Source: an optimization exercise on an open RTL-to-GDS flow (aim: small area). Production flows keep margins and buffers that such runs may drop. Only simulation tests tie the RTL to the original design; equivalence was not proved. Power figures rest on the tool's default switching activity, not on a simulated workload.

==> design/flow/design.v <==
module WcaCicInterp
(
	input  wire        clock,
	input  wire        reset,
	input  wire        strobe_cic,
	input  wire        strobe_if,
	input  wire [3:0]  log2_rate,
	input  wire [15:0] data_in,
	output reg  [11:0] data_out
);
	reg [15:0] ncomb1;
	reg [16:0] pipe1, ncomb2;
	reg [17:0] pipe2, ncomb3;
	reg [18:0] pipe3;
	wire [16:0] d1;
	wire [17:0] d2;
	wire [18:0] d3;
	WcaAddInc #(17, 9) sub1 (.a({1'b0, data_in}), .b({1'b1, ncomb1}), .ci(1'b1), .s(d1));
	WcaAddInc #(18, 10) sub2 (.a({pipe1[16], pipe1}), .b({ncomb2[16], ncomb2}), .ci(1'b1), .s(d2));
	WcaAddInc #(19, 10) sub3 (.a({pipe2[17], pipe2}), .b({ncomb3[17], ncomb3}), .ci(1'b1), .s(d3));
	wire ldc = strobe_cic & ~reset;
	wire hdc = ~strobe_cic & ~reset;
	always @(posedge clock) begin
		ncomb1 <= ({16{ldc}} & ~data_in) | ({16{hdc}} & ncomb1) | {16{reset}};
		pipe1  <= ({17{ldc}} & d1)       | ({17{hdc}} & pipe1);
		ncomb2 <= ({17{ldc}} & ~pipe1)   | ({17{hdc}} & ncomb2) | {17{reset}};
		pipe2  <= ({18{ldc}} & d2)       | ({18{hdc}} & pipe2);
		ncomb3 <= ({18{ldc}} & ~pipe2)   | ({18{hdc}} & ncomb3) | {18{reset}};
		pipe3  <= ({19{ldc}} & d3)       | ({19{hdc}} & pipe3);
	end
	reg [12:0] i1_0, i2_0, i3_0;
	reg [12:0] i1_1, i2_1, i3_1;
	reg [13:0] i1_2, i2_2, i3_2;
	reg        k1_0, k2_0, k3_0, k1_1, k2_1, k3_1;
	reg [5:0]  p3d1;
	reg        p3d2;
	wire [12:0] s1_0, s2_0, s3_0, s1_1, s2_1, s3_1;
	wire [13:0] s1_2, s2_2, s3_2;
	wire        c1_0, c2_0, c3_0, c1_1, c2_1, c3_1;
	WcaRipple #(13) a1_0 (.a(i1_0), .b(pipe3[12:0]), .ci(1'b0), .s(s1_0), .co(c1_0));
	WcaRipple #(13) a2_0 (.a(i2_0), .b(i1_0), .ci(1'b0), .s(s2_0), .co(c2_0));
	WcaRipple #(13) a3_0 (.a(i3_0), .b(i2_0), .ci(1'b0), .s(s3_0), .co(c3_0));
	WcaRipple #(13) a1_1 (.a(i1_1), .b({{7{p3d1[5]}}, p3d1}), .ci(k1_0), .s(s1_1), .co(c1_1));
	WcaRipple #(13) a2_1 (.a(i2_1), .b(i1_1), .ci(k2_0), .s(s2_1), .co(c2_1));
	WcaRipple #(13) a3_1 (.a(i3_1), .b(i2_1), .ci(k3_0), .s(s3_1), .co(c3_1));
	WcaRipple #(14) a1_2 (.a(i1_2), .b({14{p3d2}}), .ci(k1_1), .s(s1_2), .co());
	WcaRipple #(14) a2_2 (.a(i2_2), .b(i1_2), .ci(k2_1), .s(s2_2), .co());
	WcaRipple #(14) a3_2 (.a(i3_2), .b(i2_2), .ci(k3_1), .s(s3_2), .co());
	wire ldi = strobe_if & ~reset;
	wire hdi = ~strobe_if & ~reset;
	always @(posedge clock) begin
		i1_0 <= ({13{ldi}} & s1_0) | ({13{hdi}} & i1_0);
		i2_0 <= ({13{ldi}} & s2_0) | ({13{hdi}} & i2_0);
		i3_0 <= ({13{ldi}} & s3_0) | ({13{hdi}} & i3_0);
		i1_1 <= ({13{ldi}} & s1_1) | ({13{hdi}} & i1_1);
		i2_1 <= ({13{ldi}} & s2_1) | ({13{hdi}} & i2_1);
		i3_1 <= ({13{ldi}} & s3_1) | ({13{hdi}} & i3_1);
		i1_2 <= ({14{ldi}} & s1_2) | ({14{hdi}} & i1_2);
		i2_2 <= ({14{ldi}} & s2_2) | ({14{hdi}} & i2_2);
		i3_2 <= ({14{ldi}} & s3_2) | ({14{hdi}} & i3_2);
		{k1_0, k2_0, k3_0, k1_1, k2_1, k3_1} <= ({6{ldi}} & {c1_0, c2_0, c3_0, c1_1, c2_1, c3_1})
		                                      | ({6{hdi}} & {k1_0, k2_0, k3_0, k1_1, k2_1, k3_1});
		p3d1 <= ({6{ldi}} & pipe3[18:13]) | ({6{hdi}} & p3d1);
		p3d2 <= (ldi & p3d1[5]) | (hdi & p3d2);
	end
	wire [39:0] lo = {14'd0, s3_1, i3_0};
	reg  [11:0] part;
	always @(*)
		case (log2_rate)
			4'h1: part = lo[18:7];
			4'h2: part = lo[21:10];
			4'h3: part = lo[24:13];
			4'h4: part = lo[27:16];
			4'h5: part = lo[30:19];
			4'h6: part = lo[33:22];
			4'h7: part = lo[36:25];
			4'h8: part = lo[39:28];
			default: part = lo[15:4];
		endcase
	reg [11:0] data_store;
	reg [3:0]  rate_d;
	reg        pend;
	wire [39:0] hi = {s3_2, 26'd0};
	reg  [11:0] hsel;
	reg  [11:0] hmask;
	always @(*)
		case (rate_d)
			4'h1: begin hsel = hi[18:7];  hmask = 12'h000; end
			4'h2: begin hsel = hi[21:10]; hmask = 12'h000; end
			4'h3: begin hsel = hi[24:13]; hmask = 12'h000; end
			4'h4: begin hsel = hi[27:16]; hmask = 12'hc00; end
			4'h5: begin hsel = hi[30:19]; hmask = 12'hf80; end
			4'h6: begin hsel = hi[33:22]; hmask = 12'hff0; end
			4'h7: begin hsel = hi[36:25]; hmask = 12'hffe; end
			4'h8: begin hsel = hi[39:28]; hmask = 12'hfff; end
			default: begin hsel = hi[15:4]; hmask = 12'h000; end
		endcase
	wire [11:0] done = pend ? ((data_store & ~hmask) | (hsel & hmask)) : data_store;
	always @(posedge clock) begin
		pend <= strobe_if & ~reset;
		if (strobe_if & ~reset) begin
			data_store <= part;
			rate_d     <= log2_rate;
		end else if (pend)
			data_store <= done;
	end
	assign data_out = done;
endmodule
module WcaRipple #(parameter W = 8)
(
	input  wire [W-1:0] a,
	input  wire [W-1:0] b,
	input  wire         ci,
	output wire [W-1:0] s,
	output wire         co
);
	wire [W:0] c;
	assign c[0] = ci;
	genvar k;
	generate for (k = 0; k < W; k = k + 1) begin : gb
		assign s[k]   = a[k] ^ b[k] ^ c[k];
		assign c[k+1] = (a[k] & b[k]) | (a[k] & c[k]) | (b[k] & c[k]);
	end endgenerate
	assign co = c[W];
endmodule
module WcaIncSeg #(parameter W = 8)
(
	input  wire [W-1:0] a,
	input  wire [W-1:0] b,
	input  wire         ci,
	output wire [W-1:0] s,
	output wire         co
);
	wire [W-1:0] s0;
	wire         c0;
	WcaRipple #(W) r (.a(a), .b(b), .ci(1'b0), .s(s0), .co(c0));
	wire [W:0] p;
	assign p[0] = 1'b1;
	genvar k;
	generate for (k = 0; k < W; k = k + 1) begin : gb
		assign s[k]   = s0[k] ^ (ci & p[k]);
		assign p[k+1] = p[k] & s0[k];
	end endgenerate
	assign co = c0 | (ci & p[W]);
endmodule
module WcaAddInc #(parameter W = 16, parameter L = 8)
(
	input  wire [W-1:0] a,
	input  wire [W-1:0] b,
	input  wire         ci,
	output wire [W-1:0] s
);
	wire c1;
	WcaRipple #(L)     g0 (.a(a[L-1:0]), .b(b[L-1:0]), .ci(ci), .s(s[L-1:0]), .co(c1));
	WcaIncSeg #(W - L) g1 (.a(a[W-1:L]), .b(b[W-1:L]), .ci(c1), .s(s[W-1:L]), .co());
endmodule
module WcaAdd40
(
	input  wire [39:0] a,
	input  wire [39:0] b,
	output wire [39:0] s
);
	wire c1, c2;
	WcaRipple #(12) g0 (.a(a[11:0]),  .b(b[11:0]),  .ci(1'b0), .s(s[11:0]),  .co(c1));
	WcaIncSeg #(14) g1 (.a(a[25:12]), .b(b[25:12]), .ci(c1),   .s(s[25:12]), .co(c2));
	WcaIncSeg #(14) g2 (.a(a[39:26]), .b(b[39:26]), .ci(c2),   .s(s[39:26]), .co());
endmodule
module WcaCordic12
(
	input  wire        clock,
	input  wire        reset,
	input  wire        strobe,
	input  wire [11:0] X0,
	input  wire [11:0] Y0,
	input  wire [10:0] A0,
	output wire [11:0] XN,
	output wire [11:0] YN
);
	reg [11:0] x1, x2, x3, x4, x5, x6, x7, x8, x9, x10, x11, x12;
	reg [11:0] y1, y2, y3, y4, y5, y6, y7, y8, y9, y10, y11, y12;
	reg [9:0] a1;
	reg [9:0] a2;
	reg [8:0] a3;
	reg [7:0] a4;
	reg [6:0] a5;
	reg [5:0] a6;
	reg [4:0] a7;
	reg [3:0] a8;
	reg [2:0] a9;
	reg [1:0] a10;
	reg       a11;
	wire d0 = A0[10], d1 = a1[9], d2 = a2[9], d3 = a3[8], d4 = a4[7], d5 = a5[6];
	wire d6 = a6[5], d7 = a7[4], d8 = a8[3], d9 = a9[2], d10 = a10[1], d11 = a11;
	wire [11:0] nx1, ny1;
	WcaRipple #(12) ax1 (.a(X0), .b(Y0 ^ {12{~d0}}), .ci(~d0), .s(nx1), .co());
	WcaRipple #(12) ay1 (.a(Y0), .b(X0 ^ {12{d0}}), .ci(d0), .s(ny1), .co());
	wire [11:0] nx2, ny2;
	WcaRipple #(12) ax2 (.a(x1), .b({{1{y1[11]}}, y1[11:1]} ^ {12{~d1}}), .ci(~d1), .s(nx2), .co());
	WcaRipple #(12) ay2 (.a(y1), .b({{1{x1[11]}}, x1[11:1]} ^ {12{d1}}), .ci(d1), .s(ny2), .co());
	wire [11:0] nx3, ny3;
	WcaRipple #(12) ax3 (.a(x2), .b({{2{y2[11]}}, y2[11:2]} ^ {12{~d2}}), .ci(~d2), .s(nx3), .co());
	WcaRipple #(12) ay3 (.a(y2), .b({{2{x2[11]}}, x2[11:2]} ^ {12{d2}}), .ci(d2), .s(ny3), .co());
	wire [11:0] nx4, ny4;
	WcaRipple #(12) ax4 (.a(x3), .b({{3{y3[11]}}, y3[11:3]} ^ {12{~d3}}), .ci(~d3), .s(nx4), .co());
	WcaRipple #(12) ay4 (.a(y3), .b({{3{x3[11]}}, x3[11:3]} ^ {12{d3}}), .ci(d3), .s(ny4), .co());
	wire [11:0] nx5, ny5;
	WcaRipple #(12) ax5 (.a(x4), .b({{4{y4[11]}}, y4[11:4]} ^ {12{~d4}}), .ci(~d4), .s(nx5), .co());
	WcaRipple #(12) ay5 (.a(y4), .b({{4{x4[11]}}, x4[11:4]} ^ {12{d4}}), .ci(d4), .s(ny5), .co());
	wire [11:0] nx6, ny6;
	WcaRipple #(12) ax6 (.a(x5), .b({{5{y5[11]}}, y5[11:5]} ^ {12{~d5}}), .ci(~d5), .s(nx6), .co());
	WcaRipple #(12) ay6 (.a(y5), .b({{5{x5[11]}}, x5[11:5]} ^ {12{d5}}), .ci(d5), .s(ny6), .co());
	wire [11:0] nx7, ny7;
	WcaRipple #(12) ax7 (.a(x6), .b({{6{y6[11]}}, y6[11:6]} ^ {12{~d6}}), .ci(~d6), .s(nx7), .co());
	WcaRipple #(12) ay7 (.a(y6), .b({{6{x6[11]}}, x6[11:6]} ^ {12{d6}}), .ci(d6), .s(ny7), .co());
	wire [11:0] nx8, ny8;
	WcaRipple #(12) ax8 (.a(x7), .b({{7{y7[11]}}, y7[11:7]} ^ {12{~d7}}), .ci(~d7), .s(nx8), .co());
	WcaRipple #(12) ay8 (.a(y7), .b({{7{x7[11]}}, x7[11:7]} ^ {12{d7}}), .ci(d7), .s(ny8), .co());
	wire [11:0] nx9, ny9;
	WcaRipple #(12) ax9 (.a(x8), .b({{8{y8[11]}}, y8[11:8]} ^ {12{~d8}}), .ci(~d8), .s(nx9), .co());
	WcaRipple #(12) ay9 (.a(y8), .b({{8{x8[11]}}, x8[11:8]} ^ {12{d8}}), .ci(d8), .s(ny9), .co());
	wire [11:0] nx10, ny10;
	WcaRipple #(12) ax10 (.a(x9), .b({{9{y9[11]}}, y9[11:9]} ^ {12{~d9}}), .ci(~d9), .s(nx10), .co());
	WcaRipple #(12) ay10 (.a(y9), .b({{9{x9[11]}}, x9[11:9]} ^ {12{d9}}), .ci(d9), .s(ny10), .co());
	wire [11:0] nx11, ny11;
	WcaRipple #(12) ax11 (.a(x10), .b({{10{y10[11]}}, y10[11:10]} ^ {12{~d10}}), .ci(~d10), .s(nx11), .co());
	WcaRipple #(12) ay11 (.a(y10), .b({{10{x10[11]}}, x10[11:10]} ^ {12{d10}}), .ci(d10), .s(ny11), .co());
	wire [11:0] nx12, ny12;
	WcaRipple #(12) ax12 (.a(x11), .b({{11{y11[11]}}, y11[11:11]} ^ {12{~d11}}), .ci(~d11), .s(nx12), .co());
	WcaRipple #(12) ay12 (.a(y11), .b({{11{x11[11]}}, x11[11:11]} ^ {12{d11}}), .ci(d11), .s(ny12), .co());
	wire ld = strobe & ~reset;
	wire hd = ~strobe & ~reset;
	always @(posedge clock) begin
		x1 <= ({12{ld}} & nx1) | ({12{hd}} & x1);
		y1 <= ({12{ld}} & ny1) | ({12{hd}} & y1);
		x2 <= ({12{ld}} & nx2) | ({12{hd}} & x2);
		y2 <= ({12{ld}} & ny2) | ({12{hd}} & y2);
		x3 <= ({12{ld}} & nx3) | ({12{hd}} & x3);
		y3 <= ({12{ld}} & ny3) | ({12{hd}} & y3);
		x4 <= ({12{ld}} & nx4) | ({12{hd}} & x4);
		y4 <= ({12{ld}} & ny4) | ({12{hd}} & y4);
		x5 <= ({12{ld}} & nx5) | ({12{hd}} & x5);
		y5 <= ({12{ld}} & ny5) | ({12{hd}} & y5);
		x6 <= ({12{ld}} & nx6) | ({12{hd}} & x6);
		y6 <= ({12{ld}} & ny6) | ({12{hd}} & y6);
		x7 <= ({12{ld}} & nx7) | ({12{hd}} & x7);
		y7 <= ({12{ld}} & ny7) | ({12{hd}} & y7);
		x8 <= ({12{ld}} & nx8) | ({12{hd}} & x8);
		y8 <= ({12{ld}} & ny8) | ({12{hd}} & y8);
		x9 <= ({12{ld}} & nx9) | ({12{hd}} & x9);
		y9 <= ({12{ld}} & ny9) | ({12{hd}} & y9);
		x10 <= ({12{ld}} & nx10) | ({12{hd}} & x10);
		y10 <= ({12{ld}} & ny10) | ({12{hd}} & y10);
		x11 <= ({12{ld}} & nx11) | ({12{hd}} & x11);
		y11 <= ({12{ld}} & ny11) | ({12{hd}} & y11);
		x12 <= ({12{ld}} & nx12) | ({12{hd}} & x12);
		y12 <= ({12{ld}} & ny12) | ({12{hd}} & y12);
		a1 <= ({10{ld}} & (d0  ? A0[9:0] + 10'h200 : A0[9:0] - 10'h200)) | ({10{hd}} & a1);
		a2 <= ({10{ld}} & (d1  ? a1 + 10'h12e : a1 - 10'h12e)) | ({10{hd}} & a2);
		a3 <= ({9{ld}} & (d2  ? a2[8:0] + 9'h0a0 : a2[8:0] - 9'h0a0)) | ({9{hd}} & a3);
		a4 <= ({8{ld}} & (d3  ? a3[7:0] + 8'h51 : a3[7:0] - 8'h51)) | ({8{hd}} & a4);
		a5 <= ({7{ld}} & (d4  ? a4[6:0] + 7'h29 : a4[6:0] - 7'h29)) | ({7{hd}} & a5);
		a6 <= ({6{ld}} & (d5  ? a5[5:0] + 6'h14 : a5[5:0] - 6'h14)) | ({6{hd}} & a6);
		a7 <= ({5{ld}} & (d6  ? a6[4:0] + 5'h0a : a6[4:0] - 5'h0a)) | ({5{hd}} & a7);
		a8 <= ({4{ld}} & (d7  ? a7[3:0] + 4'h5 : a7[3:0] - 4'h5)) | ({4{hd}} & a8);
		a9 <= ({3{ld}} & (d8  ? a8[2:0] + 3'h3 : a8[2:0] - 3'h3)) | ({3{hd}} & a9);
		a10 <= ({2{ld}} & (d9  ? a9[1:0] + 2'h1 : a9[1:0] - 2'h1)) | ({2{hd}} & a10);
		a11 <= (ld & (d10 ? a10[0] ^ 1'b1 : a10[0] ^ 1'b1)) | (hd & a11);
	end
	assign XN = x12;
	assign YN = y12;
endmodule
module WcaUpConverter
(
	input              clock,
	input              reset,
	input              enable,
	input  wire [7:0]  cfg,
	input  wire        strobe_cic,
	input  wire [31:0] phase_cordic,
	input  wire [3:0]  log2_rate,
	input  wire        strobe_if,
	input  wire [31:0] iq_bb_in,
	output reg  [23:0] iq_if_out
);
	wire aclr     = cfg[1];
	wire rst_cic  = reset | aclr | ~enable;
	wire rst_cor  = reset | aclr;
	wire [11:0] icic_out, qcic_out;
	WcaCicInterp cic_i (.clock(clock), .reset(rst_cic), .strobe_cic(strobe_cic), .strobe_if(strobe_if),
		.log2_rate(log2_rate), .data_in(iq_bb_in[15:0]), .data_out(icic_out));
	WcaCicInterp cic_q (.clock(clock), .reset(rst_cic), .strobe_cic(strobe_cic), .strobe_if(strobe_if),
		.log2_rate(log2_rate), .data_in(iq_bb_in[31:16]), .data_out(qcic_out));
	reg [11:0] icic_latch, qcic_latch;
	always @(posedge clock)
		if (strobe_if) begin
			icic_latch <= icic_out;
			qcic_latch <= qcic_out;
		end
	wire [11:0] icor_in = cfg[3] ? iq_bb_in[15:4]  : icic_latch;
	wire [11:0] qcor_in = cfg[3] ? iq_bb_in[31:20] : qcic_latch;
	reg [11:0] X0, Y0;
	reg [10:0] A0;
	always @(posedge clock)
		if (strobe_if) begin
			case (phase_cordic[31:30])
				2'b01:   begin X0 <= -qcor_in; Y0 <= icor_in;  end
				2'b10:   begin X0 <= qcor_in;  Y0 <= -icor_in; end
				default: begin X0 <= icor_in;  Y0 <= qcor_in;  end
			endcase
			A0 <= {phase_cordic[31], phase_cordic[29:20]};
		end
	wire [11:0] xn, yn;
	WcaCordic12 cordic (.clock(clock), .reset(rst_cor), .strobe(strobe_if),
		.X0(X0), .Y0(Y0), .A0(A0), .XN(xn), .YN(yn));
	always @(posedge clock)
		if (strobe_if)
			iq_if_out <= cfg[2] ? {qcor_in, icor_in} : {yn, xn};
endmodule
==> design/flow/flow/run.sh <==
#!/bin/bash
# Layout flow: the standard layout (standard.sh) with these changes:
# - synthesis: yosys 'synth' runs with -noabc, so its generic ABC pass does
#   not restructure the explicitly written ripple-carry adders before
#   extract_fa maps them to full-adder cells; and the final ABC mapping uses
#   flow/abc.script (area-oriented mapping, &nf -a) instead of ORFS's speed
#   script. Registers, their names and cell types are those of the standard
#   synthesis; only the combinational mapping differs.
# - every input and output port is still buffered, with the smallest buffer
#   (buf_1) instead of the cell buffer_ports picks by default
#   (clkdlybuf4s50_1); the resizer still upsizes or adds buffers where
#   timing, slew or fanout need it.
# Each tool's output is logged here (make.log) and by ORFS under orfs/logs/.
set -euo pipefail
here=$(pwd)
flowdir=$(cd "$(dirname "${BASH_SOURCE[0]}")" && pwd)
std_first='proc synth {args} { yosys synth -nofsm -noshare {*}$args }'
if [[ "$(head -1 synth_recipe.tcl)" != "$std_first" ]]; then
  echo "unexpected first line in synth_recipe.tcl" >&2
  exit 1
fi
cp "$flowdir/abc.script" "$here/abc_custom.script"
{
  echo 'proc synth {args} { yosys synth -nofsm -noshare -noabc {*}$args }'
  echo "proc abc {args} { set i [lsearch -exact \$args -script]; if {\$i >= 0} { lset args [expr {\$i+1}] $here/abc_custom.script }; yosys abc {*}\$args }"
  tail -n +2 synth_recipe.tcl
} > "$here/synth_recipe_custom.tcl"
sed "s#SYNTH_SCRIPT=[^ ]*#SYNTH_SCRIPT=$here/synth_recipe_custom.tcl#" standard.sh > "$here/standard_custom.sh"
grep -q "SYNTH_SCRIPT=$here/synth_recipe_custom.tcl" "$here/standard_custom.sh"
BUFFER_PORTS_ARGS="-buffer_cell sky130_fd_sc_hd__buf_1" bash "$here/standard_custom.sh" > "$here/make.log" 2>&1
==> design/flow/flow/abc.script <==
&get -n
&st
&dch
&nf -a
&put
topo
stime -c
dnsize -c
==> design/flow/standard.sh <==
#!/bin/bash
# synth_recipe.tcl (not shown) runs the flow's synth.tcl, then flattens the netlist and writes it again
# the make line also repeats each setting of config.mk as NAME=value (left out here)
make -C /OpenROAD-flow-scripts/flow DESIGN_CONFIG=/design/flow/config.mk WORK_HOME=/design/flow/orfs CLKGATE_MAP_FILE= SYNTH_SCRIPT=/design/flow/synth_recipe.tcl "${@:-finish}"
==> design/flow/config.mk <==
export PLATFORM = sky130hd
export DESIGN_NAME = WcaUpConverter
export DESIGN_NICKNAME = WcaUpConverter
export VERILOG_FILES = /design/flow/design.v
export SDC_FILE = /design/flow/constraint.sdc
export NUM_CORES = 4
export LEC_CHECK = 0
export CAP_MARGIN = 20
export CORE_MARGIN = 2
export CORE_UTILIZATION = 70
export CTS_CLUSTER_DIAMETER = 120
export CTS_CLUSTER_SIZE = 24
export SLEW_MARGIN = 20
==> design/flow/constraint.sdc <==
create_clock -name core_clock -period 8.0 [get_ports {clock}]
set_input_delay 1.6000 -clock core_clock [delete_from_list [all_inputs] [get_ports {clock}]]
set_output_delay 1.6000 -clock core_clock [all_outputs]
set_load 0.01 [all_outputs]
==> results of run 1 <==
[report_power, final]
part | switching, mW | total, mW | internal, mW
logic | 0.870 | 1.57 | 0.704
registers | 0.192 | 5.15 | 4.96
clock network | 1.51 | 2.60 | 1.09
total | 2.57 | 9.33 | 6.76
[through the flow]
step / instance area [um^2] / util [%] / hold slack, ns / worst slack, ns
6_report: 49320 / 75.29 / 0.4467 / 0.8494
5_1_grt: 49320 / 75.29 / 0.4828 / 0.6241
4_1_cts: 49260 / 75.20 / 0.4524 / 0.8146
3_5_place_dp: 47990 / 73.26 / 0.4380 / 0.8804
3_3_place_gp: 47990 / 73.25 / 0.4319 / 0.9900
2_1_floorplan: 46150 / - / 0.4181 / -0.1468
[final cells by class]
| type | count | area [um^2] |
|---|---|---|
| Multi-Input combinational cell | 2523 | 25900 |
| Tap cell | 864 | 1081 |
| Timing Repair Buffer | 127 | 723.2 |
| Sequential cell | 941 | 19950 |
| Clock buffer | 65 | 1244 |
| Fill cell | 4285 | 16190 |
| Inverter | 104 | 402.9 |
| Clock inverter | 2 | 28.78 |
[flip-flops by register name, indices dropped and copies added, names as in the netlist, 14 cells and up]
signal        count
cic_i.i1_2       14
cic_i.i2_2       14
cic_i.i3_2       14
cic_i.ncomb1     16
cic_i.ncomb2     17
cic_i.ncomb3     18
cic_i.pipe1      17
cic_i.pipe2      18
cic_i.pipe3      19
cic_q.i1_2       14
cic_q.i2_2       14
cic_q.i3_2       14
cic_q.ncomb1     16
cic_q.ncomb2     17
cic_q.ncomb3     18
cic_q.pipe1      17
cic_q.pipe2      18
cic_q.pipe3      19
iq_if_out        24
[Yosys cell counts, drive strengths merged (4+ instances only)]
library cell | n | area (um^2)
a21o | 13 | 97.59
a21oi | 168 | 840.8
a221oi | 12 | 105.1
a222oi | 22 | 220.2
a22o | 612 | 5360
a22oi | 46 | 345.3
a31o | 4 | 35.03
a31oi | 22 | 137.6
a32o | 4 | 40.04
a32oi | 5 | 43.79
and2 | 4 | 25.02
and3 | 13 | 81.33
and4 | 6 | 52.55
clkinv | 104 | 390.4
dfxtp | 830 | 16620
edfxtp | 111 | 3333
fa | 590 | 11810
ha | 78 | 975.9
mux2 | 28 | 315.3
mux2i | 24 | 240.2
nand2 | 210 | 788.3
nand3 | 17 | 85.08
nand4 | 25 | 156.4
nor2 | 154 | 578.1
nor3 | 5 | 25.02
nor4 | 5 | 31.28
nor4b | 5 | 43.79
nor4bb | 5 | 50.05
o21a | 8 | 60.06
o21ai | 146 | 730.7
o22ai | 8 | 50.05
o2bb2ai | 4 | 35.03
o31a | 4 | 35.03
o31ai | 9 | 67.56
xnor2 | 133 | 1165
xor2 | 101 | 884.6
[routing by layer]
metal	share of wire, %	track usage [%]	vias to the layer above
met1	41	40.74	15179
met4	4.5	12.83	2
met3	4.1	3.089	198
li1	-	-	13407
met5	0.011	0	-
met2	50	51.02	712
[worst max-delay path by stage]
stage	from	cells past startpoint	to
global placement	cic_q.i3_2[0]	18	cic_q.data_store[11]
global route	cic_q.i2_1[0]	17	cic_q.data_store[0]
floorplan	strobe_if	2	cordic.a1[0]
finish	cic_q.i3_2[0]	18	cic_q.data_store[11]
CTS	cic_q.i3_2[0]	18	cic_q.data_store[11]
detailed placement	cic_q.i3_1[0]	17	cic_q.data_store[0]
[logic make-up after synthesis]
kind of cell    after synthesis  share of synthesized area [%]
simple gates                461                          4.353
fa+ha+maj                   668                          27.72
buf+inv                     104                         0.8463
flops                       941                          43.25
mux                          52                          1.204
compound gates             1108                          18.19
xor+xnor                    234                          4.443
==> flow_summary.toml, run 1 <==
[run_status]
outcome = "timing/DRC/antenna clean"

[critical_path]
reg2reg_slack_ns = 0.85
max_stage_delay_ns = 0.47
worst-path-buf-inv = 0
cp_slowest_cell = "fa_1"
cp_top_family = "adder cells"
worstSetupPathType = "flip-flop to flip-flop"
worstPathMaxFanout = 2
path_cells = "fa_1, fa_1, fa_1, fa_1, fa_1, fa_1, fa_1, fa_1, fa_1, fa_1, fa_1, fa_1, fa_1, xor2_1, xnor2_1, o21ai_0, o22a_1, a21o_1"
crit_top_cell = "fa_1"
arrival_ns = 7.54
worstRegToRegCells = 18
worstSetupEndpointType = "flip-flop"
r2r-end = "cic_q.data_store[11]"
cp.required_ns = 8.39
r2r-start = "cic_q.i3_2[0]"
start_kind = "flip-flop"

[min_path]
hold_path_depth = 1
hp-class = "flip-flop to flip-flop"
holdCritStartpoint = "A0[9]"
holdPathEnd = "cordic.a1[9]"

[logic_synthesis]
synth_edf_count = 111
synth_area_um2 = 46130
synth_cell_type_count = 57
syn_inst = 3568
yosys_warnings = 4
syn-num-nets = 4317
ys_ff_latch = 941
syn_avg_cell_area_um2 = 12.93
seq_area_frac_synth_pct = 43.25
synth_ff_type = "dfxtp_1"
synthArstFlopShare_pct = 0

[drt]
ant_nets = 0
wire_per_inst_um = 21.69
drt_iter0_drc = 2308
post-route-drc-count = 0
dr.pass1.iters = 5
vias_per_cell = 6.377
vias = 29498
drt-total-wl_mm = 100.3

[timing]
max_slew.worst_pin.slew_ns = 1.135
period_minus_slack_ns = 7.151
fin_tns_setup_ns = 0
slew_viol_final = 0
skew_ns = 0.02652
max_freq_mhz = 139.8
slew_headroom_pct = 24.36
fin_crit_sh_pct = 89.38
finalHoldViolations = 0
rsz0062_at_grt = "false"
setup_viol = 0

[cts]
clock-sinks = 941
clock_path_buffers = 3
cts-root-buf = "clkbuf_16"
clk_pin_slew_ns = 0.10
cts_buffers = 45
clkLatencyLatePin_ns = 0.63
cts_tree = "yes"
ctsHtreeMaxLevel = 2
cts_hold_buf = 0
cts_resized = 0
post-cts-setup-buffers = 0

[finish]
drive_gt1_share_pct = 3.110
final_cell_count_no_fill = 4626
final_common_cell = "dfxtp_1"
diodes = 0
final_cell_mix = "830 x dfxtp_1, 612 x a22o_1, 590 x fa_1"
nNetsFinal = 4491
area_growth_pct = 6.927

[floorplanning]
fp.dieW_um = 260.7
die-area_um2 = 67970
start_util_pct = 70.42
io_pins = 105
coreArea_um2 = 65510
dieHeight_um = 260.7
rows = 94

[global_routing]
grt_use_total_pct = 30.38
grt_pass1_vias = 30871
antenna_found_initial = 1
grt_max_degree = 205
grt_first_pass_wirelength_mm = 163.8
grt_remaining_overflow = 0

[power]
total_power_mw = 9.329
powerDensity_nw_per_um2 = 189.1
p_leak_nw = 19.70
ir_drop_uv = 195.7

[placement]
place_congestion = 0.9018
port_buffers = 79
numPlacedInstances = 4557
hpwl_mm = 71.81

[job]
maxCapViolations = 0
==> run 2, diff against run 1 <==
==> design/flow/flow/abc.script (replaced) <==
&get -n
&st
&dch
&nf -a
&put
topo
stime -c
buffer -c
upsize -c
dnsize -c
==> flow_summary.toml, run 2 <==
[cts]
clkLatencyLatePin_ns = 0.62
clock-sinks = 941
cts_tree = "yes"
ctsHtreeMaxLevel = 2
post-cts-setup-buffers = 0
cts-root-buf = "clkbuf_16"
cts_buffers = 45
clock_path_buffers = 3
cts_hold_buf = 0
cts_resized = 0
clk_pin_slew_ns = 0.10

[logic_synthesis]
synthTopCellsByArea = "dfxtp_1 35%, fa_1 25%, a22o_1 11%"
synth_area_um2 = 47250
synthTopCellsByCount = "830 x dfxtp_1, 612 x a22o_1, 590 x fa_1"
synthArstFlopShare_pct = 0
yosysMostFrequentCell = "dfxtp_1"
syn_avg_cell_area_um2 = 12.38
synth_compound_area_share_pct = 17.79
ys_ff_latch = 941
synth_cell_type_count = 73
synth_top_family_by_area = "adder cells"
yosys.area_share.simple_pct = 4.324
syn-num-nets = 4566
synth_ff_type = "dfxtp_1"
synth_mux_area_share_pct = 1.266
yosys_warnings = 4
seq_area_frac_synth_pct = 42.22
synth-xor-area-share_pct = 4.338
synth_edf_count = 111
synth_adder_area_share_pct = 27.06
syn_inst = 3817
synth_top_area_share_pct = 35.17
post-synth-top-area-cell = "dfxtp_1"

[placement]
port_buffers = 79
place_congestion = 0.8895
place_ws_ns = 0.8952
hpwl_mm = 74.81

[timing]
setup_viol = 0
skew_ns = 0.02605
slew_headroom_pct = 27.47
fin_hold_ws_ns = 0.4581
max_slew.worst_pin.slew_ns = 1.088
fin_crit_sh_pct = 88.51
rsz0062_at_grt = "false"
slew_viol_final = 0
finalHoldViolations = 0
max_freq_mhz = 141.2
fin_tns_setup_ns = 0
period_minus_slack_ns = 7.081
setup_ws_ns = 0.9191

[floorplanning]
start_util_pct = 70.48
rows = 95
coreArea_um2 = 67040
dieHeight_um = 263.8
die-area_um2 = 69590
fp.dieW_um = 263.8
io_pins = 105

[drt]
wire_per_inst_um = 22.38
post-route-drc-count = 0
dr.pass1.iters = 8
ant_nets = 0
drt-total-wl_mm = 103.7
drt_iter0_drc = 2820
vias = 29649
vias_per_cell = 6.397

[finish]
final_common_cell = "dfxtp_1"
area_growth_pct = 4.544
largest_register_ff_count = 24
top_register = "iq_if_out"
drive_gt1_share_pct = 4.364
nNetsFinal = 4487
top_regs = "iq_if_out: 24 flops, cic_i.pipe3: 19 flops, cic_q.pipe3: 19 flops"
fill_cells = 4532
final_cell_mix = "829 x dfxtp_1, 612 x a22o_1, 590 x fa_1"

[critical_path]
cp.required_ns = 8.39
start_kind = "flip-flop"
arrival_ns = 7.47
worstSetupPathType = "flip-flop to flip-flop"
worstSetupEndpointType = "flip-flop"
worstPathMaxFanout = 2

[global_routing]
grt_remaining_overflow = 0
grt_use_total_pct = 30.64
antenna_found_initial = 6
use_met3_pct = 3.029
grt_first_pass_wirelength_mm = 169.5
top_usage_layer = "met2"
grt_pass1_vias = 30879
use_met2_pct = 51.72
met1_usage_pct = 41.50
grt_max_degree = 181

[job]
maxCapViolations = 0

[power]
ir_drop_uv = 171.7
p_leak_nw = 19.89
total_power_mw = 9.366
powerDensity_nw_per_um2 = 189.6

[run_status]
outcome = "timing/DRC/antenna clean"

[min_path]
hp-class = "flip-flop to flip-flop"
[run 2: cell count changes in the layout (fill, tap and decap cells not counted), sizes merged]
cell    previous run  this run
buf              124       120
nor4bb             5         3
and4bb             0         2
clkinv           104         0
diode              0         4
inv                2       106
[run 2: worst paths after layout]
| kind | startpoint | endpoint | slack [ns] | cells after the start |
|---|---|---|---|---|
| max reg2reg | cic_i.i3_2[0] | cic_i.data_store[11] | 0.92 | 18 |
| min | cic_q.pipe1[0] | cic_q.ncomb2[0] | 0.46 | 1 |
| min reg2reg | cic_q.pipe1[0] | cic_q.ncomb2[0] | 0.46 | 1 |
| max | cic_i.i3_2[0] | cic_i.data_store[11] | 0.92 | 18 |
[run 2: per-layer routing]
metal | wire [um] | vias up | share of wire (%)
met3 | 4395 | 175 | 4.2
li1 | - | 13406 | -
met1 | 42790 | 15299 | 41
met4 | 4588 | 4 | 4.4
met5 | 30 | - | 0.029
met2 | 51900 | 765 | 50
[run 2: critical path, stage by stage, from the launching register on]
cell and delay (ns):
dfxtp_1 0.34, fa_1 0.45, fa_1 0.43, fa_1 0.44, fa_1 0.43, fa_1 0.43, fa_1 0.42, fa_1 0.44
fa_1 0.43, fa_1 0.44, fa_1 0.46, fa_1 0.45, fa_1 0.43, fa_1 0.42, xor2_1 0.16, xnor2_1 0.18
o21ai_0 0.11, o22a_1 0.21, a21o_1 0.18
[run 2: layout make-up]
cell class	count	area [um^2]	share of cell area (%)
repair buffers	123	694.4	1.406
flip-flops and latches	941	19950	40.39
clock inverters	2	28.78	0.05826
diodes	4	10.01	0.02026
clock buffers	65	1244	2.518
well taps	873	1092	2.211
inverters	104	397.9	0.8055
multi-input cells	2523	25980	52.59
[run 2: cells by family after synthesis]
| group | Yosys count |
|---|---|
| flops | 941 |
| mux | 52 |
| fa+ha+maj | 668 |
| xor+xnor | 234 |
| simple gates | 461 |
| buf+inv | 353 |
| compound gates | 1108 |
[run 2: stage by stage]
stage,cells,instance area [um^2],util (%)
2_1_floorplan,3817,47250,-
3_3_place_gp,4561,48070,71.71
3_5_place_dp,4561,48070,71.71
4_1_cts,4628,49340,73.60
5_1_grt,4635,49390,73.68
6_report,4635,49390,73.68
[run 2: where the power goes]
| part | switching (mW) | leakage (nW) | internal [mW] |
|---|---|---|---|
| Clock | 1.51 | 0.615 | 1.09 |
| Combinational | 0.897 | 11.5 | 0.716 |
| Sequential | 0.193 | 7.80 | 4.96 |
==> run 3, diff against run 2 <==
==> design/flow/flow/abc.script (replaced) <==
&get -n
&st
&dch
&nf -a
&st
&dc2
&dch
&nf -a
&put
topo
stime -c
buffer -c
upsize -c
dnsize -c
--- a/design/flow/config.mk
+++ b/design/flow/config.mk
@@ -9,3 +9,3 @@
 export CORE_MARGIN = 2
-export CORE_UTILIZATION = 70
+export CORE_UTILIZATION = 80
 export CTS_CLUSTER_DIAMETER = 120
==> flow_summary.toml, run 3 <==
[finish]
final_common_cell = "dfxtp_1"
diodes = 0
fill_cells = 2807
drive_gt1_share_pct = 3.749
area_growth_pct = 4.386
final_cell_mix = "829 x dfxtp_1, 606 x a22o_1, 590 x fa_1"
finish.utilization_pct = 84.63
top_register = "iq_if_out"
nNetsFinal = 4521
top_regs = "iq_if_out: 24 flops, cic_i.pipe3: 19 flops, cic_q.pipe3: 19 flops"
design_area_um2 = 48920
final_cell_count_no_fill = 4553
largest_register_ff_count = 24

[critical_path]
worstRegToRegCells = 20
worst-path-buf-inv = 1
worstPathMaxFanout = 2
cp_top_family = "adder cells"
arrival_ns = 7.62
path_cells = "fa_1, fa_1, fa_1, fa_1, fa_1, fa_1, fa_1, fa_1, fa_1, fa_1, fa_1, fa_1, fa_1, xor2_1, xnor2_1, inv_1, a221oi_1, a21oi_1, nand2_1, nand2_1"
r2r-end = "cic_q.data_store[11]"
cp.required_ns = 8.38
worstSetupEndpointType = "flip-flop"
start_kind = "flip-flop"
startpoint = "cic_q.i3_2[0]"
worstSetupPathType = "flip-flop to flip-flop"
max_stage_delay_ns = 0.46
reg2reg_slack_ns = 0.76
r2r-start = "cic_q.i3_2[0]"
crit_top_cell = "fa_1"
cp_slowest_cell = "fa_1"

[drt]
drt-total-wl_mm = 112.5
vias = 30905
wire_per_inst_um = 24.70
ant_nets = 0
vias_per_cell = 6.788
drt_iter0_drc = 3187
post-route-drc-count = 0
dr.pass1.iters = 10

[floorplanning]
coreArea_um2 = 57810
fp.dieW_um = 246.0
die-area_um2 = 60540
dieHeight_um = 246.0
io_pins = 105
start_util_pct = 81.08
rows = 88

[logic_synthesis]
synth_top_area_share_pct = 35.45
yosysMostFrequentCell = "dfxtp_1"
synthArstFlopShare_pct = 0
syn_avg_cell_area_um2 = 12.19
yosys_warnings = 4
synthTopCellsByCount = "830 x dfxtp_1, 606 x a22o_1, 590 x fa_1"
seq_area_frac_synth_pct = 42.57
synth_area_um2 = 46870
post-synth-top-area-cell = "dfxtp_1"
syn-num-nets = 4594
synth_cell_type_count = 62
ys_ff_latch = 941
synthTopCellsByArea = "dfxtp_1 35%, fa_1 25%, a22o_1 11%"
syn_inst = 3845
synth_ff_type = "dfxtp_1"
synth_edf_count = 111

[cts]
cts_resized = 0
cts_tree = "yes"
cts-root-buf = "clkbuf_16"
post-cts-setup-buffers = 0
clkLatencyLatePin_ns = 0.63
cts_hold_buf = 0
clk_pin_slew_ns = 0.10
clock-sinks = 941
ctsHtreeMaxLevel = 2
cts_buffers = 45
clock_path_buffers = 3

[timing]
rsz0062_at_grt = "false"
fin_tns_setup_ns = 0
fin_crit_sh_pct = 90.50
max_slew.worst_pin.slew_ns = 1.464
fin_hold_ws_ns = 0.4483
setup_ws_ns = 0.7600
setup_viol = 0
period_minus_slack_ns = 7.240
slew_headroom_pct = 2.375
skew_ns = 0.02693
max_freq_mhz = 138.1
finalHoldViolations = 0
slew_viol_final = 0

[global_routing]
grt_first_pass_wirelength_mm = 177.7
grt_pass1_vias = 33022
antenna_found_initial = 0
grt_max_degree = 241
grt_remaining_overflow = 0
grt_use_total_pct = 37.75

[power]
total_power_mw = 9.261
ir_drop_uv = 215.7
powerDensity_nw_per_um2 = 189.3
p_leak_nw = 20.20

[placement]
numPlacedInstances = 4487
port_buffers = 79
dpl_cell_area_um2 = 47590
hpwl_mm = 78.15
place_ws_ns = 0.8125
place_congestion = 0.9328

[min_path]
holdPathEnd = "cic_q.pipe3[18]"
hp-class = "flip-flop to flip-flop"
hold_path_depth = 2
holdCritStartpoint = "cic_q.pipe3[18]"

[job]
maxCapViolations = 0

[run_status]
outcome = "timing/DRC/antenna clean"
[run 3: kinds of logic after synthesis]
group	after synthesis	share of synthesized area [%]
adders and majority gates	668	27.28
buffers and inverters	354	2.883
DFF	941	42.57
muxes	39	0.9184
and+or+nand+nor	518	4.712
xor gates and xnor gates	173	3.233
AOI/OAI and AO/OA	1152	18.40
[run 3: area by class of cell]
type,count,area [um^2],share of cell area [%]
clock buffers,59,1179,2.409
multi-input cells,2550,25650,52.42
inverters,114,435.4,0.8900
repair buffers,120,691.9,1.414
well taps,765,957.2,1.957
clock inverters,4,61.31,0.1253
flip-flops and latches,941,19950,40.78
[run 3: worst max path at each step]
stage / end / slack (ns) / cells after the start
5_1_grt: cic_q.data_store[11] / 0.47 / 20
4_1_cts: cic_q.data_store[11] / 0.75 / 20
3_5_place_dp: cic_q.data_store[11] / 0.81 / 20
3_3_place_gp: cic_q.data_store[11] / 1.01 / 20
2_1_floorplan: cic_q.data_store[11] / 1.19 / 20
6_report: cic_q.data_store[11] / 0.76 / 20
[run 3: worst register-to-register path, delay by kind of cell (launching register included)]
| kind | cells | cell delay, ns |
|---|---|---|
| compound gates | 2 | 0.41 |
| buf+inv | 1 | 0.07 |
| flops | 1 | 0.35 |
| simple gates | 2 | 0.15 |
| fa+ha+maj | 13 | 5.68 |
| xor+xnor | 2 | 0.35 |
[run 3: where the power goes]
part,internal (mW),switching (mW)
Clock,1.05,1.51
Combinational,0.659,0.890
Sequential,4.95,0.200
[run 3: metal layers]
metal / vias to the layer above / part of all wire [%] / GRT usage [%]
met5: - / 0 / 0
met1: 15696 / 36 / 46.01
met3: 388 / 6.5 / 5.207
li1: 13461 / - / -
met2: 1360 / 51 / 64.52
met4: 0 / 6.9 / 22.55
==> run 4, diff against run 3 <==
--- a/design/flow/config.mk
+++ b/design/flow/config.mk
@@ -9,3 +9,3 @@
 export CORE_MARGIN = 2
-export CORE_UTILIZATION = 80
+export CORE_UTILIZATION = 70
 export CTS_CLUSTER_DIAMETER = 120
==> flow_summary.toml, run 4 <==
[finish]
final_cell_mix = "830 x dfxtp_1, 606 x a22o_1, 590 x fa_1"
design_area_um2 = 49070
final_cell_count_no_fill = 4660
top_register = "iq_if_out"
area_growth_pct = 4.704
nNetsFinal = 4527
finish.utilization_pct = 74.37
top_regs = "iq_if_out: 24 flops, cic_i.pipe3: 19 flops, cic_q.pipe3: 19 flops"
final_common_cell = "dfxtp_1"
largest_register_ff_count = 24
drive_gt1_share_pct = 3.821

[power]
intPower_mw = 6.644
clockPowerShare_pct = 28.0
p_leak_nw = 20.22
p_comb_share_pct = 16.0
switching_share_pct = 27.62
switching_power_mw = 2.535
pwr-share-seq_pct = 56.0
ir_drop_uv = 204.6
total_power_mw = 9.178
powerDensity_nw_per_um2 = 187.0

[timing]
fin_hold_ws_ns = 0.4436
setup_viol = 0
setup_ws_ns = 0.9312
rsz0062_at_grt = "false"
period_minus_slack_ns = 7.069
fin_tns_setup_ns = 0
max_freq_mhz = 141.5
skew_ns = 0.03208
fin_crit_sh_pct = 88.36
slew_viol_final = 0
slew_headroom_pct = 21.11
finalHoldViolations = 0
max_slew.worst_pin.slew_ns = 1.150

[global_routing]
grt_remaining_overflow = 0
grt_use_total_pct = 30.72
grt_pass1_vias = 31241
grt_first_pass_wirelength_mm = 169.3
grt_max_degree = 208
antenna_found_initial = 3

[placement]
numPlacedInstances = 4592
place_ws_ns = 0.9009
port_buffers = 79
dpl_cell_area_um2 = 47760
hpwl_mm = 74.30
place_congestion = 0.9009

[critical_path]
arrival_ns = 7.45
worstPathMaxFanout = 2
worstSetupPathType = "flip-flop to flip-flop"
start_kind = "flip-flop"
cp.required_ns = 8.38
worstSetupEndpointType = "flip-flop"

[cts]
cts_hold_buf = 0
clk_pin_slew_ns = 0.10
clock_path_buffers = 3
post-cts-setup-buffers = 0
cts_buffers = 45
ctsHtreeMaxLevel = 2
cts_tree = "yes"
cts-root-buf = "clkbuf_16"
clkLatencyLatePin_ns = 0.63
cts_resized = 0
clock-sinks = 941

[floorplanning]
io_pins = 105
die-area_um2 = 69040
coreArea_um2 = 65980
fp.dieW_um = 262.8
rows = 94
dieHeight_um = 262.8
start_util_pct = 71.03

[drt]
drt-total-wl_mm = 103.1
drt-met1-wl_mm = 41.09
vias = 29882
post-route-drc-count = 0
ant_nets = 0
highest_layer = "met4"
vias_per_cell = 6.412
wl_met3_mm = 4.474
drt_iter0_drc = 2537
met2_length_mm = 53.15
wire_per_inst_um = 22.12
dr.pass1.iters = 7

[job]
maxCapViolations = 0

[min_path]
hp-class = "flip-flop to flip-flop"

[run_status]
outcome = "timing/DRC/antenna clean"

[logic_synthesis]
synth_ff_type = "dfxtp_1"
syn_inst = 3845
synth_edf_count = 111
synth_cell_type_count = 62
synthTopCellsByCount = "830 x dfxtp_1, 606 x a22o_1, 590 x fa_1"
syn-num-nets = 4594
synth_top_area_share_pct = 35.45
synthTopCellsByArea = "dfxtp_1 35%, fa_1 25%, a22o_1 11%"
yosysMostFrequentCell = "dfxtp_1"
syn_avg_cell_area_um2 = 12.19
seq_area_frac_synth_pct = 42.57
synth_area_um2 = 46870
ys_ff_latch = 941
synthArstFlopShare_pct = 0
yosys_warnings = 4
post-synth-top-area-cell = "dfxtp_1"
-- run 4: logic make-up after synthesis --
logic type	synth area share [%]
AO/OA/AOI/OAI	18.40
flip-flops	42.57
adder cells (fa/ha/maj)	27.28
AND/OR/NAND/NOR	4.712
buffers and inverters	2.883
XOR/XNOR	3.233
multiplexers	0.9184
-- run 4: final timing paths --
check,start,end,slack (ns),cells past startpoint
max,cic_q.i3_2[0],cic_q.data_store[11],0.93,20
min,cic_i.pipe3[18],cic_i.pipe3[18],0.44,2
max reg2reg,cic_q.i3_2[0],cic_q.data_store[11],0.93,20
min reg2reg,cic_i.pipe3[18],cic_i.pipe3[18],0.44,2
-- run 4: critical path: stages, from the launching register on --
cell and delay (ns):
dfxtp_1 0.34, fa_1 0.45, fa_1 0.43, fa_1 0.42, fa_1 0.42, fa_1 0.42
fa_1 0.43, fa_1 0.43, fa_1 0.43, fa_1 0.43, fa_1 0.43, fa_1 0.42
fa_1 0.42, fa_1 0.41, xor2_1 0.16, xnor2_1 0.19, inv_1 0.07, a221oi_1 0.26
a21oi_1 0.13, nand2_1 0.09, nand2_1 0.05
-- run 4: metal layers --
layer	global-route usage (%)	up-vias
met2	53.09	745
met5	0	-
met1	40.35	15434
met4	11.85	0
li1	-	13518
met3	3.158	185
-- run 4: layout make-up --
class / count / area [um^2]
inverter: 114 / 435.4
fill: 4371 / 16910
clock buffer: 60 / 1182
antenna: 1 / 2.502
multi-input combinational: 2550 / 25640
clock inverter: 4 / 61.31
timing repair buffer: 126 / 716.9
tap: 864 / 1081
sequential: 941 / 19950
-- run 4: power groups by stage --
stage	Clock [mW]	Sequential [mW]	Combinational, mW
final	2.57	5.14	1.47
after global routing	2.76	5.17	1.66
after CTS	2.62	5.14	1.48
after detailed placement	0	5.25	1.46
after global placement	0	5.24	1.40
after floorplan	0	5.19	1.01
==> run 5, diff against run 4 <==
--- a/design/flow/config.mk
+++ b/design/flow/config.mk
@@ -10,4 +10,4 @@
 export CORE_UTILIZATION = 70
-export CTS_CLUSTER_DIAMETER = 120
-export CTS_CLUSTER_SIZE = 24
+export CTS_CLUSTER_DIAMETER = 90
+export CTS_CLUSTER_SIZE = 27
 export SLEW_MARGIN = 20
==> flow_summary.toml, run 5 <==
[drt]
highest_layer = "met4"
wl_met3_mm = 4.370
vias = 29753
drt-met1-wl_mm = 41.22
post-route-drc-count = 0
dr.pass1.iters = 9
vias_per_cell = 6.386
drt-total-wl_mm = 102.3
ant_nets = 0
met2_length_mm = 52.79
wire_per_inst_um = 21.95
drt_iter0_drc = 2658

[global_routing]
grt_first_pass_wirelength_mm = 168.3
antenna_found_initial = 3
grt_max_degree = 208
grt_pass1_vias = 31040
grt_use_total_pct = 30.55
grt_remaining_overflow = 0

[floorplanning]
io_pins = 105
start_util_pct = 71.03
dieHeight_um = 262.8
die-area_um2 = 69040
fp.dieW_um = 262.8
rows = 94
coreArea_um2 = 65980

[job]
maxCapViolations = 0

[power]
p_leak_nw = 20.24
powerDensity_nw_per_um2 = 187.4
ir_drop_uv = 220.9

[critical_path]
cp.required_ns = 8.38
reg2reg_slack_ns = 0.93
endpoint = "cic_q.data_store[11]"
start_kind = "flip-flop"
worstRegToRegCells = 20
r2r-start = "cic_q.i3_2[0]"
arrival_ns = 7.46
worstPathMaxFanout = 2
startpoint = "cic_q.i3_2[0]"
worstSetupEndpointType = "flip-flop"
r2r-end = "cic_q.data_store[11]"
worstSetupPathType = "flip-flop to flip-flop"

[logic_synthesis]
synthTopCellsByCount = "830 x dfxtp_1, 606 x a22o_1, 590 x fa_1"
synth_edf_count = 111
syn_inst = 3845
syn-num-nets = 4594
synthArstFlopShare_pct = 0
synth_cell_type_count = 62
synth_top_family_by_area = "adder cells"
synth_adder_area_share_pct = 27.28
synth_top_area_share_pct = 35.45
ys_ff_latch = 941
post-synth-top-area-cell = "dfxtp_1"
synth_compound_area_share_pct = 18.40
synth-xor-area-share_pct = 3.233
yosys_warnings = 4
synth_mux_area_share_pct = 0.9184
synth_ff_type = "dfxtp_1"
yosysMostFrequentCell = "dfxtp_1"
synthTopCellsByArea = "dfxtp_1 35%, fa_1 25%, a22o_1 11%"
syn_avg_cell_area_um2 = 12.19
synth_area_um2 = 46870
yosys.area_share.simple_pct = 4.712
seq_area_frac_synth_pct = 42.57

[timing]
finalHoldViolations = 0
skew_ns = 0.02825
slew_headroom_pct = 22.27
period_minus_slack_ns = 7.073
fin_tns_setup_ns = 0
slew_viol_final = 0
rsz0062_at_grt = "false"
fin_crit_sh_pct = 88.41
max_freq_mhz = 141.4
max_slew.worst_pin.slew_ns = 1.134
setup_viol = 0
fin_hold_ws_ns = 0.4446

[cts]
cts_resized = 0
cts-root-buf = "clkbuf_16"
cts_tree = "yes"
clkLatencyLatePin_ns = 0.63
post-cts-setup-buffers = 0
clock-sinks = 941
ctsHtreeMaxLevel = 2
clk_pin_slew_ns = 0.11
cts_hold_buf = 0
cts_buffers = 42
clock_path_buffers = 3

[finish]
area_growth_pct = 4.731
finish.utilization_pct = 74.39
nNetsFinal = 4524
final_common_cell = "dfxtp_1"
final_cell_mix = "830 x dfxtp_1, 606 x a22o_1, 590 x fa_1"
top_register = "iq_if_out"
largest_register_ff_count = 24
drive_gt1_share_pct = 3.902
top_regs = "iq_if_out: 24 flops, cic_i.pipe3: 19 flops, cic_q.pipe3: 19 flops"

[min_path]
hold_path_depth = 2
hp-class = "flip-flop to flip-flop"

[run_status]
outcome = "timing/DRC/antenna clean"

[placement]
hpwl_mm = 74.30
place_congestion = 0.9009
port_buffers = 79
==> run 5: cell counts after synthesis <==
Identical to the previous run, type by type.
==> run 5: cell type report <==
| class | instances | area (um^2) |
|---|---|---|
| Inverter | 114 | 435.4 |
| Antenna cell | 2 | 5.005 |
| Tap cell | 864 | 1081 |
| Clock buffer | 56 | 1189 |
| Clock inverter | 6 | 65.06 |
| Sequential cell | 941 | 19950 |
| Multi-Input combinational cell | 2550 | 25640 |
| Fill cell | 4370 | 16900 |
| Timing Repair Buffer | 126 | 716.9 |
==> run 5: cell families after synthesis <==
kind of cell | after synthesis
compound gates | 1152
simple gates | 518
buf+inv | 354
mux | 39
xor+xnor | 173
fa+ha+maj | 668
flops | 941
==> run 5: worst min-delay path by stage <==
stage | start | endpoint | slack [ns]
2_1_floorplan | cic_i.pipe3[18] | cic_i.pipe3[18] | 0.42
3_5_place_dp | cordic.y12[11] | cordic.y12[11] | 0.43
4_1_cts | cordic.y12[11] | cordic.y12[11] | 0.44
6_report | cordic.y12[11] | cordic.y12[11] | 0.44
3_3_place_gp | cordic.x12[11] | cordic.x12[11] | 0.43
5_1_grt | cic_q.pipe2[0] | cic_q.ncomb3[0] | 0.47
==> run 5: per-layer routing <==
metal  global-route usage [%]  vias to the layer above
li1                         -                    13485
met1                    40.46                    15306
met2                    53.09                      773
met3                    2.802                      189
met4                    10.95                        0
met5                        0                        -
==> run 5: report_power, final <==
group | switching (mW) | total [mW] | internal (mW)
logic | 0.835 | 1.47 | 0.639
clock network | 1.52 | 2.59 | 1.07
registers | 0.187 | 5.14 | 4.95
total | 2.54 | 9.20 | 6.66
==> run 5: stage by stage <==
stage	setup slack (ns)	power, mW	instance area (um^2)	std cells
floorplan	1.194	6.193	46870	3845
global placement	0.9748	6.639	47760	4592
detailed placement	0.9009	6.711	47760	4592
CTS	0.9027	9.243	49010	4654
global route	0.5908	9.603	49080	4658
finish	0.9275	9.199	49080	4659
==> run 5: critical path, stage by stage, from the launching register on <==
cell and delay [ns]:
dfxtp_1 0.34, fa_1 0.45, fa_1 0.43, fa_1 0.42
fa_1 0.42, fa_1 0.43, fa_1 0.43, fa_1 0.43
fa_1 0.43, fa_1 0.42, fa_1 0.43, fa_1 0.42
fa_1 0.42, fa_1 0.41, xor2_1 0.16, xnor2_1 0.19
inv_1 0.07, a221oi_1 0.26, a21oi_1 0.12, nand2_1 0.09
nand2_1 0.05
==> run 6, diff against run 5 <==
--- a/design/flow/config.mk
+++ b/design/flow/config.mk
@@ -10,4 +10,5 @@
 export CORE_UTILIZATION = 70
-export CTS_CLUSTER_DIAMETER = 90
-export CTS_CLUSTER_SIZE = 27
+export CTS_BUF_LIST = sky130_fd_sc_hd__clkbuf_8
+export CTS_CLUSTER_DIAMETER = 100
+export CTS_CLUSTER_SIZE = 14
 export SLEW_MARGIN = 20
==> flow_summary.toml, run 6 <==
[finish]
drive_gt1_share_pct = 4.717
final_cell_mix = "830 x dfxtp_1, 606 x a22o_1, 590 x fa_1"
final_common_cell = "dfxtp_1"
top_register = "iq_if_out"
nNetsFinal = 4559
largest_register_ff_count = 24
area_growth_pct = 4.669
top_regs = "iq_if_out: 24 flops, cic_i.pipe3: 19 flops, cic_q.pipe3: 19 flops"
design_area_um2 = 49050

[logic_synthesis]
synth_compound_area_share_pct = 18.40
synth_top_area_share_pct = 35.45
synth_area_um2 = 46870
synthArstFlopShare_pct = 0
post-synth-top-area-cell = "dfxtp_1"
yosys_warnings = 4
syn-num-nets = 4594
synth_mux_area_share_pct = 0.9184
ys_ff_latch = 941
synthTopCellsByArea = "dfxtp_1 35%, fa_1 25%, a22o_1 11%"
seq_area_frac_synth_pct = 42.57
synth-xor-area-share_pct = 3.233
yosys.area_share.simple_pct = 4.712
synthTopCellsByCount = "830 x dfxtp_1, 606 x a22o_1, 590 x fa_1"
synth_ff_type = "dfxtp_1"
synth_cell_type_count = 62
synth_adder_area_share_pct = 27.28
syn_avg_cell_area_um2 = 12.19
yosysMostFrequentCell = "dfxtp_1"
synth_top_family_by_area = "adder cells"
syn_inst = 3845
synth_edf_count = 111

[placement]
place_congestion = 0.9009
dpl_cell_area_um2 = 47760
hpwl_mm = 74.30
port_buffers = 79

[cts]
clock_path_buffers = 3
clk_pin_slew_ns = 0.10
cts-root-buf = "clkbuf_8"
clock-sinks = 941
post-cts-setup-buffers = 0
cts_hold_buf = 0
cts_buffers = 77
ctsHtreeMaxLevel = 3
clkLatencyLatePin_ns = 0.72
cts_tree = "yes"
cts_resized = 0

[power]
total_power_mw = 9.085
switching_share_pct = 28.49
switching_power_mw = 2.589
pwr-share-seq_pct = 56.6
powerDensity_nw_per_um2 = 185.2
clockPowerShare_pct = 27.3
p_leak_nw = 20.33
ir_drop_uv = 156.6
intPower_mw = 6.496
p_comb_share_pct = 16.2

[floorplanning]
rows = 94
die-area_um2 = 69040
coreArea_um2 = 65980
fp.dieW_um = 262.8
dieHeight_um = 262.8
io_pins = 105
start_util_pct = 71.03

[critical_path]
cp.required_ns = 8.46
worstSetupEndpointType = "flip-flop"
r2r-end = "cic_q.data_store[11]"
reg2reg_slack_ns = 0.92
worstPathMaxFanout = 2
start_kind = "flip-flop"
worstSetupPathType = "flip-flop to flip-flop"
r2r-start = "cic_q.i3_2[0]"
worstRegToRegCells = 20
arrival_ns = 7.55

[timing]
rsz0062_at_grt = "false"
fin_tns_setup_ns = 0
fin_hold_ws_ns = 0.4437
max_slew.worst_pin.slew_ns = 1.137
finalHoldViolations = 0
period_minus_slack_ns = 7.082
slew_headroom_pct = 22.03
skew_ns = 0.03693
setup_viol = 0
max_freq_mhz = 141.2
fin_crit_sh_pct = 88.52
slew_viol_final = 0

[global_routing]
grt_max_degree = 208
grt_use_total_pct = 30.79
antenna_found_initial = 3
grt_pass1_vias = 31513
grt_first_pass_wirelength_mm = 169.1
grt_remaining_overflow = 0

[drt]
drt-total-wl_mm = 102.9
wire_per_inst_um = 21.89
vias_per_cell = 6.366
vias = 29941
drt_iter0_drc = 2657
dr.pass1.iters = 9
post-route-drc-count = 0
ant_nets = 0

[min_path]
hp-class = "flip-flop to flip-flop"
holdPathEnd = "cic_i.pipe3[18]"
hold_path_depth = 2
holdCritStartpoint = "cic_i.pipe3[18]"

[run_status]
outcome = "timing/DRC/antenna clean"

[job]
maxCapViolations = 0
==> run 6: cell counts after synthesis <==
Identical to the previous run, type by type.
==> run 6: layout make-up <==
cell class | count | area, um^2
multi-input combinational | 2550 | 25640
sequential | 941 | 19950
fill | 4387 | 16930
tap | 864 | 1081
clock buffer | 78 | 1074
timing repair buffer | 126 | 716.9
inverter | 114 | 435.4
clock inverter | 28 | 151.4
antenna | 2 | 5.005
==> run 6: how the worst max path moves through the flow <==
stage          depth (start not counted)                   end  slack, ns          start
5_1_grt                               20  cic_q.data_store[11]       0.59  cic_q.i3_2[0]
3_3_place_gp                          20  cic_q.data_store[11]       0.97  cic_q.i3_2[0]
4_1_cts                               20  cic_q.data_store[11]       0.90  cic_q.i3_2[0]
6_report                              20  cic_q.data_store[11]       0.92  cic_q.i3_2[0]
2_1_floorplan                         20  cic_q.data_store[11]       1.19  cic_q.i3_2[0]
3_5_place_dp                          20  cic_q.data_store[11]       0.90  cic_q.i3_2[0]
==> run 6: per-layer routing <==
layer	up-vias	track usage, %	wire length, um
met2	855	52.92	52650
met4	2	12.27	4516
met5	-	0	16
li1	13566	-	-
met3	230	3.729	4931
met1	15288	40.15	40840
==> run 6: through the flow <==
step	utilization, %	instances	setup WS [ns]
2_1_floorplan	-	3845	1.194
3_3_place_gp	72.38	4592	0.9748
3_5_place_dp	72.38	4592	0.9009
4_1_cts	74.24	4698	0.9042
5_1_grt	74.35	4703	0.5924
6_report	74.35	4703	0.9184
==> run 6: worst max-delay path, cell delays in order, from the launching register on <==
cell and delay [ns]:
dfxtp_1 0.34, fa_1 0.45, fa_1 0.43, fa_1 0.42, fa_1 0.42, fa_1 0.43, fa_1 0.43, fa_1 0.43
fa_1 0.43, fa_1 0.43, fa_1 0.43, fa_1 0.42, fa_1 0.42, fa_1 0.41, xor2_1 0.16, xnor2_1 0.19
inv_1 0.07, a221oi_1 0.27, a21oi_1 0.12, nand2_1 0.09, nand2_1 0.05
==> run 6: cell families after synthesis <==
kind of cell	after synthesis
AOI/OAI and AO/OA	1152
buffers and inverters	354
adders and majority gates	668
and+or+nand+nor	518
DFF	941
muxes	39
xor gates and xnor gates	173
==> run 6: power groups by stage <==
| stage | logic [mW] | registers (mW) | clock network, mW |
|---|---|---|---|
| after floorplan | 1.01 | 5.19 | 0 |
| after global placement | 1.40 | 5.24 | 0 |
| after detailed placement | 1.46 | 5.25 | 0 |
| after CTS | 1.48 | 5.14 | 2.53 |
| after global routing | 1.66 | 5.17 | 2.68 |
| final | 1.47 | 5.14 | 2.48 |
==> run 7, diff against run 6 <==
--- a/design/flow/design.v
+++ b/design/flow/design.v
@@ -17,5 +17,5 @@
 	wire [18:0] d3;
-	WcaAddInc #(17, 9) sub1 (.a({1'b0, data_in}), .b({1'b1, ncomb1}), .ci(1'b1), .s(d1));
-	WcaAddInc #(18, 10) sub2 (.a({pipe1[16], pipe1}), .b({ncomb2[16], ncomb2}), .ci(1'b1), .s(d2));
-	WcaAddInc #(19, 10) sub3 (.a({pipe2[17], pipe2}), .b({ncomb3[17], ncomb3}), .ci(1'b1), .s(d3));
+	WcaAddInc #(17, 13) sub1 (.a({1'b0, data_in}), .b({1'b1, ncomb1}), .ci(1'b1), .s(d1));
+	WcaAddInc #(18, 14) sub2 (.a({pipe1[16], pipe1}), .b({ncomb2[16], ncomb2}), .ci(1'b1), .s(d2));
+	WcaAddInc #(19, 14) sub3 (.a({pipe2[17], pipe2}), .b({ncomb3[17], ncomb3}), .ci(1'b1), .s(d3));
 	wire ldc = strobe_cic & ~reset;
--- a/design/flow/config.mk
+++ b/design/flow/config.mk
@@ -10,5 +10,4 @@
 export CORE_UTILIZATION = 70
-export CTS_BUF_LIST = sky130_fd_sc_hd__clkbuf_8
-export CTS_CLUSTER_DIAMETER = 100
-export CTS_CLUSTER_SIZE = 14
+export CTS_CLUSTER_DIAMETER = 120
+export CTS_CLUSTER_SIZE = 24
 export SLEW_MARGIN = 20
==> flow_summary.toml, run 7 <==
[run_status]
outcome = "timing/DRC/antenna clean"

[timing]
setup_viol = 0
finalHoldViolations = 0
period_minus_slack_ns = 7.291
fin_crit_sh_pct = 91.14
slew_viol_final = 0
max_slew.worst_pin.slew_ns = 1.102
max_freq_mhz = 137.2

[logic_synthesis]
yosys_warnings = 4
syn_inst = 3788
synthTopCellsByArea = "dfxtp_1 36%, fa_1 25%, a22o_1 12%"
synthTopCellsByCount = "830 x dfxtp_1, 632 x a22o_1, 590 x fa_1"
synth_area_um2 = 46640
syn-num-nets = 4537
post-synth-top-area-cell = "dfxtp_1"
synthArstFlopShare_pct = 0
ys_ff_latch = 941
synth_cell_type_count = 61
synth_ff_type = "dfxtp_1"

[critical_path]
worstSetupEndpointType = "flip-flop"
arrival_ns = 7.80
worstSetupPathType = "flip-flop to flip-flop"
cp.required_ns = 8.51
path_cells = "inv_1, ha_1, inv_1, fa_1, fa_1, fa_1, fa_1, fa_1, fa_1, fa_1, fa_1, fa_1, fa_1, fa_1, fa_1, fa_1, ha_1, a22o_1"
crit_top_cell = "fa_1"
worst-path-buf-inv = 2
cp_slowest_cell = "fa_1"
reg2reg_slack_ns = 0.71
start_kind = "flip-flop"
r2r-start = "cic_q.pipe2[0]"

[min_path]
holdPathEnd = "cordic.a2[4]"
hold_path_depth = 2

[finish]
diodes = 0
drive_gt1_share_pct = 3.913
largest_register_ff_count = 24
top_register = "iq_if_out"
top_regs = "iq_if_out: 24 flops, cic_i.pipe3: 19 flops, cic_q.pipe3: 19 flops"
fill_cells = 4427
final_cell_mix = "830 x dfxtp_1, 632 x a22o_1, 590 x fa_1"
area_growth_pct = 4.585

[floorplanning]
coreArea_um2 = 65860
start_util_pct = 70.81
dieHeight_um = 262.1
fp.dieW_um = 262.1
rows = 94

[cts]
clk_pin_slew_ns = 0.09
ctsHtreeMaxLevel = 2
clock_path_buffers = 3
cts_tree = "yes"
post-cts-setup-buffers = 0
cts_hold_buf = 0

[placement]
port_buffers = 79
hpwl_mm = 74.25
place_congestion = 0.8785

[drt]
vias_per_cell = 6.375
ant_nets = 0
dr.pass1.iters = 10
post-route-drc-count = 0
drt_iter0_drc = 2517
vias = 29295

[power]
total_power_mw = 9.071
ir_drop_uv = 201.7
p_leak_nw = 20.10
powerDensity_nw_per_um2 = 186.0

[global_routing]
antenna_found_initial = 3
grt_max_degree = 195
grt_remaining_overflow = 0
grt_first_pass_wirelength_mm = 167.0
grt_use_total_pct = 30.96
grt_pass1_vias = 30747

[job]
maxCapViolations = 0
## run 7: changes by cell type after synthesis, moves of 10 or more
cell | before | now
o31ai_1 | 17 | 5
nand3_1 | 22 | 12
a22o_1 | 606 | 632
nand2_1 | 232 | 212
a22oi_1 | 32 | 43
## run 7: routing by layer
| metal | global-route usage [%] | vias up | wire, um |
|---|---|---|---|
| li1 | - | 13243 | - |
| met1 | 41.14 | 15103 | 41370 |
| met2 | 53.19 | 754 | 52530 |
| met3 | 3.308 | 189 | 5054 |
| met4 | 11.27 | 6 | 4024 |
| met5 | 0 | - | 45 |
## run 7: worst max path at each step
stage	from	endpoint	slack [ns]	cells after the start
after floorplan	iq_bb_in[0]	cic_i.pipe1[13]	0.56	17
after global placement	iq_bb_in[0]	cic_i.pipe1[13]	0.34	18
after detailed placement	iq_bb_in[0]	cic_i.pipe1[13]	0.25	18
after CTS	cic_q.pipe2[0]	cic_q.pipe3[14]	0.67	18
after global routing	cic_q.pipe2[0]	cic_q.pipe3[14]	0.37	18
final	cic_q.pipe2[0]	cic_q.pipe3[14]	0.71	18
## run 7: area by class of cell
cell class	instances	area [um^2]	share of cell area [%]
Sequential cell	941	19950	40.90
Multi-Input combinational cell	2492	25400	52.07
Inverter	114	435.4	0.8927
Clock buffer	60	1182	2.424
Timing Repair Buffer	121	691.9	1.419
Tap cell	864	1081	2.216
Clock inverter	3	37.54	0.07696
## run 7: through the flow
step	worst slack, ns	hold slack (ns)	util (%)	std cells	cell area, um^2
after floorplan	0.5560	0.4116	-	3788	46640
after global placement	0.3413	0.4269	72.09	4529	47480
after detailed placement	0.2490	0.4335	72.09	4529	47480
after CTS	0.6706	0.4467	73.94	4592	48700
after global routing	0.3684	0.4731	74.05	4595	48770
final	0.7088	0.4446	74.05	4595	48770
## run 7: cells by family after synthesis
kind of cell               after synthesis  synth area share [%]
AOI/OAI and AO/OA                     1150                 18.51
xor gates and xnor gates               172                 3.230
adders and majority gates              668                 27.42
buffers and inverters                  355                 2.940
DFF                                    941                 42.78
muxes                                   36                0.9605
and+or+nand+nor                        466                 4.164
## run 7: power breakdown
part	total [mW]	internal [mW]	switching, mW
Combinational	1.39	0.605	0.784
Clock	2.55	1.05	1.50
Sequential	5.14	4.95	0.187
Total	9.07	6.60	2.47
## run 7: worst reg2reg max path: cells and delay by family, from the launching register on
family / cells / cell delay [ns]
adder cells (fa/ha/maj): 15 / 6.53
AO/OA/AOI/OAI: 1 / 0.21
flip-flops: 1 / 0.32
buffers and inverters: 2 / 0.14

Check on run 7: ideal ports give 0.709 ns setup slack; a clkbuf_16 on the clock port and buf_2 on the inputs give 0.709 ns; moving port delays by the midpoint clock arrival (0.680 ns) as well gives 0.235 ns.
